Background: an optimization exercise with open tools, aiming at small area. Do not read the settings as production practice.
The RTL was checked by simulation tests, not by an equivalence proof against the original design.
The clock port is modelled as an ideal driver, which makes a skipped or thinned clock tree look cheaper than it is; a real chip needs a root buffer or a tree.
Power figures rest on the tool's default switching activity, not on a simulated workload.

// dcsg
module dcsg #(parameter CLK = 3579545)
	(clk, reset, wr, data, sound_out);
input clk, reset, wr;
input [7:0] data;
output [15:0] sound_out;
reg [2:0] last;
reg fb;
reg [3:0] att_n[0:3];
wire [2:0] regsel = data[7] ? data[6:4] : last;
integer k;
wire [3:0] att_d = ~data[3:0] & {4{~reset}};
wire att_w = wr & data[7] & data[4];
always @(posedge clk)
	if (reset) begin
		last <= 0;
		fb <= 0;
	end
	else if (wr & data[7]) begin
		last <= data[6:4];
		if (~data[4] & &data[6:5]) fb <= data[2];
	end
always @(posedge clk)
	for (k = 0; k < 4; k = k + 1)
		if (reset | att_w & data[6:5] == k) att_n[k] <= att_d;
reg [1:0] divcnt, i;
wire step = ~|divcnt;
always @(posedge clk)
	if (reset) begin
		divcnt <= 0;
		i <= 0;
	end
	else begin
		divcnt <= { divcnt[1] ^ ~divcnt[0], ~divcnt[0] };
		if (step) i <= { i[1] ^ i[0], ~i[0] };
	end
reg pv, plo;
reg [6:0] pd;
reg [10:0] p0, p1, p2;
reg [1:0] nf;
reg z;
wire pnoise = &last[2:1];
wire pdefer = last[2] & ~last[1] & (divcnt == 2'd1) & (&i);
always @(posedge clk)
	if (reset) pv <= 0;
	else if (wr) pv <= ~regsel[0] & (data[7] | ~&regsel[2:1]);
	else if (~pdefer) pv <= 0;
always @(posedge clk)
	if (wr) begin
		plo <= data[7];
		pd <= data[6:0];
	end
wire apply = pv & ~pdefer;
wire [6:0] pdr = pd & {7{~reset}};
wire [2:0] psel = { last[2:1], plo };
always @(posedge clk)
	if (reset) begin
		nf <= 0;
		z <= 1;
	end
	else if (apply & pnoise) begin
		nf <= pd[1:0];
		z <= 0;
	end
always @(posedge clk) begin
	if (reset | apply & psel == 3'b000) p0[10:4] <= pdr;
  ...
Settings: LEC_CHECK=0, CAP_MARGIN=20, CORE_MARGIN=2, CORE_UTILIZATION=60, CTS_BUF_LIST=sky130_fd_sc_hd__clkbuf_8, PLACE_DENSITY=0.75, SLEW_MARGIN=20; clock period 5.0 ns.
standard.sh (not shown) runs the stock make flow with config.mk's settings and CLKGATE_MAP_FILE= SYNTH_SCRIPT=/design/flow/synth_recipe.tcl, a recipe that flattens the netlist after the stock synthesis.
==> flow/flow/run.sh <==
#!/bin/bash
# The standard layout (the standard.sh, ORFS on sky130hd), with two changes:
# the port buffers are the smallest buffer, and the clock tree is built by
# cts.tcl (one small root buffer and six leaf buffers) in place of ORFS's CTS.
# Logs: standard_place.log and standard.log (make), cts.log (clock tree),
# and ORFS's own logs in orfs/logs.
set -euo pipefail
ARGS=("BUFFER_PORTS_ARGS=-inputs -outputs -buffer_cell sky130_fd_sc_hd__buf_1")
bash standard.sh "${ARGS[@]}" place > standard_place.log 2>&1
RESULTS=$PWD/orfs/results/sky130hd/dcsg/base NBUF=6 \
	CBUF=sky130_fd_sc_hd__clkbuf_16 RBUF=sky130_fd_sc_hd__clkbuf_4 CLKNET=clk \
	openroad -no_init -exit flow/cts.tcl > cts.log 2>&1
bash standard.sh "${ARGS[@]}" finish > standard.log 2>&1
Other scripts of this flow, unchanged in this note and not shown: flow/flow/clock_tree.tcl, flow/flow/cts.tcl
Edit:
- PLACE_DENSITY: 0.75 -> unset
What happened: Routed wire length hardly moves; power barely changes; sequential share of layout area is about the same; critical path depth fell by 1; synthesized area is unchanged; final cell count barely changes; via count fell slightly.
Edit:
- CORE_UTILIZATION: 60 -> 65
After rerunning: The changed run completed without violations; utilization goes up by 4.3 points; wire length grows by a few percent; sequential share of layout area increases by 0.20 points; die area drops by a little under a tenth; sequential power is about the same; cell area goes down slightly; clock skew hardly moves; register-to-register slack stays flat; combinational power falls slightly.
Edit:
- PLACE_DENSITY: unset -> 0.8
Outcome:
- The changed run finished clean
- final area came out higher by about 0.9%
- via count goes up by about 3%
- routed wire length goes up by 4.1%
- global-route usage climbs by 0.29 points
- worst hold slack loses 0.0086 ns
- synthesized cell count stays the same
- die area stays the same
- power is higher by 1.5%
- fmax climbs by about 1.1%
- area after synthesis is unchanged
- clock skew hardly moves
No run of this note takes its clock network from TritonCTS; it comes from the design's own scripts or RTL.

## P
Another version of the RTL of dcsg (not shown whole).
Size in the first run: ~650 cells after synthesis, about 160 flip-flops.
Settings: LEC_CHECK=0, CAP_MARGIN=0, CORE_MARGIN=2, CORE_UTILIZATION=60, CTS_BUF_LIST=sky130_fd_sc_hd__clkbuf_8, SLEW_MARGIN=0; clock period 5.0 ns.
==> flow/flow/run.sh <==
#!/bin/bash
# The standard layout (the standard.sh, ORFS on sky130hd), with two changes:
# the port buffers are the smallest buffer, and clock tree synthesis adds no
# dummy loads. Each tool's output is in orfs/logs; make's output in standard.log.
set -euo pipefail
bash standard.sh \
	"BUFFER_PORTS_ARGS=-inputs -outputs -buffer_cell sky130_fd_sc_hd__buf_1" \
	"CTS_ARGS=-sink_clustering_enable -repair_clock_nets -buf_list sky130_fd_sc_hd__clkbuf_8 -dont_use_dummy_load" \
	finish > standard.log 2>&1
## Diff of input files: Q against P
- CAP_MARGIN: 0 -> 20
- GPL_TIMING_DRIVEN: unset -> 0
- SLEW_MARGIN: 0 -> 20
==> comparison <==
Ratio of final minimum period to clock period for Q: 1.1 points down relative to P. Q vs P, synthesis-to-finish area growth went up by 2.6 points. Buffering stage count on the worst path with inverters included: Q vs P up 1. Q ended up with a higher first-pass GRT wire length than P did. Diff P -> Q: fmax shows an increase of about 1.2%; number of instances in the placed design saw an increase. The final critical path time including I/O delays and setup of Q is lower than that of P. Going from P to Q, power after layout grew slightly.
--- input diff Q..R ---
- GPL_TIMING_DRIVEN no longer set, was 0
--- a/flow/flow/run.sh
+++ b/flow/flow/run.sh
@@ -8 +8 @@
-	"CTS_ARGS=-sink_clustering_enable -repair_clock_nets -buf_list sky130_fd_sc_hd__clkbuf_8 -dont_use_dummy_load" \
+	"CTS_ARGS=-sink_clustering_enable -repair_clock_nets -buf_list sky130_fd_sc_hd__clkbuf_8 -sink_clustering_size 30 -sink_clustering_max_diameter 80 -dont_use_dummy_load" \
### Flow results
Compare Q and R | global routing usage on met1 higher: Q
Compared with Q, R shows setup slack on the worst flop-to-flop path higher by 0.02 ns.
Of R and Q, it is R that has the higher final worst-path setup slack.
R -> Q: post-detailed-route count of antenna-violating nets flat
Higher number of global-route vias before repair was reported by Q, not R.
Worst setup timing slack at the placement stage (higher): R
R ends up with lower per-cell routed wire length than Q does.
R against Q: maximum frequency up 0.45%, final total power down about 1.5%.
Comparing the two runs side by side, R comes out ahead of Q on static power due to leakage.
In R, sequential share of layout area is higher than in Q.
> inputs changed (R -> S)
--- a/flow/flow/run.sh
+++ b/flow/flow/run.sh
@@ -8 +8 @@
-	"CTS_ARGS=-sink_clustering_enable -repair_clock_nets -buf_list sky130_fd_sc_hd__clkbuf_8 -sink_clustering_size 30 -sink_clustering_max_diameter 80 -dont_use_dummy_load" \
+	"CTS_ARGS=-sink_clustering_enable -repair_clock_nets -buf_list sky130_fd_sc_hd__clkbuf_8 -dont_use_dummy_load" \
Comparing R against S, there is no change at all in final cell area excluding filler cells. Diff R..S | total power consumption of the routed design | unchanged. Reported for R and S, number of cells in the finished layout apart from fillers turned out identical to the last digit. Between S and R, the flip-flop and latch power does not differ in any meaningful way. As far as global-route track usage on met2 goes, S and R are indistinguishable; the numbers are identical. Number of DRC markers after the initial detailed-route iteration: R vs S, no meaningful difference. Between S and R, the worst endpoint data arrival time does not differ in any meaningful way. Going from R to S, routed via count about even, H-tree depth about even. Reported for R and S, final-stage net count turned out identical to the last digit.

[afterwards: timing with drivers on the ports]
Ports are ideal in the flow. The routed layouts listed here were re-timed in OpenROAD. Step 1, drivers: a clkbuf_16 drives clk and a buf_2 each remaining input, both assumed. Step 2 also shifts input and output timing later by t, the mid clock arrival at the registers, as if the neighbouring blocks saw the same clock. a / b / c = no drivers / after step 1 / after step 2; a / b = the first two.
run	shift t [ns]	setup WS [ns]	hold slack, ns
the first run of note 1	0.550	0.432 / 0.432 / 0.432	0.333 / 0.333 / 0.333
the second run of note 1	0.550	0.389 / 0.389 / 0.389	0.334 / 0.334 / 0.334
the third run of note 1	0.551	0.394 / 0.394 / 0.394	0.332 / 0.332 / 0.332
the fourth run of note 1	0.554	0.444 / 0.444 / 0.444	0.323 / 0.323 / 0.323
P	0.456	0.253 / 0.253 / 0.253	0.320 / 0.320 / 0.320
Q	0.468	0.310 / 0.310 / 0.310	0.326 / 0.326 / 0.326
R	0.462	0.331 / 0.331 / 0.331	0.312 / 0.312 / 0.312
S	0.462	0.331 / 0.331 / 0.331	0.312 / 0.312 / 0.312
After both steps every run listed still meets setup and hold.
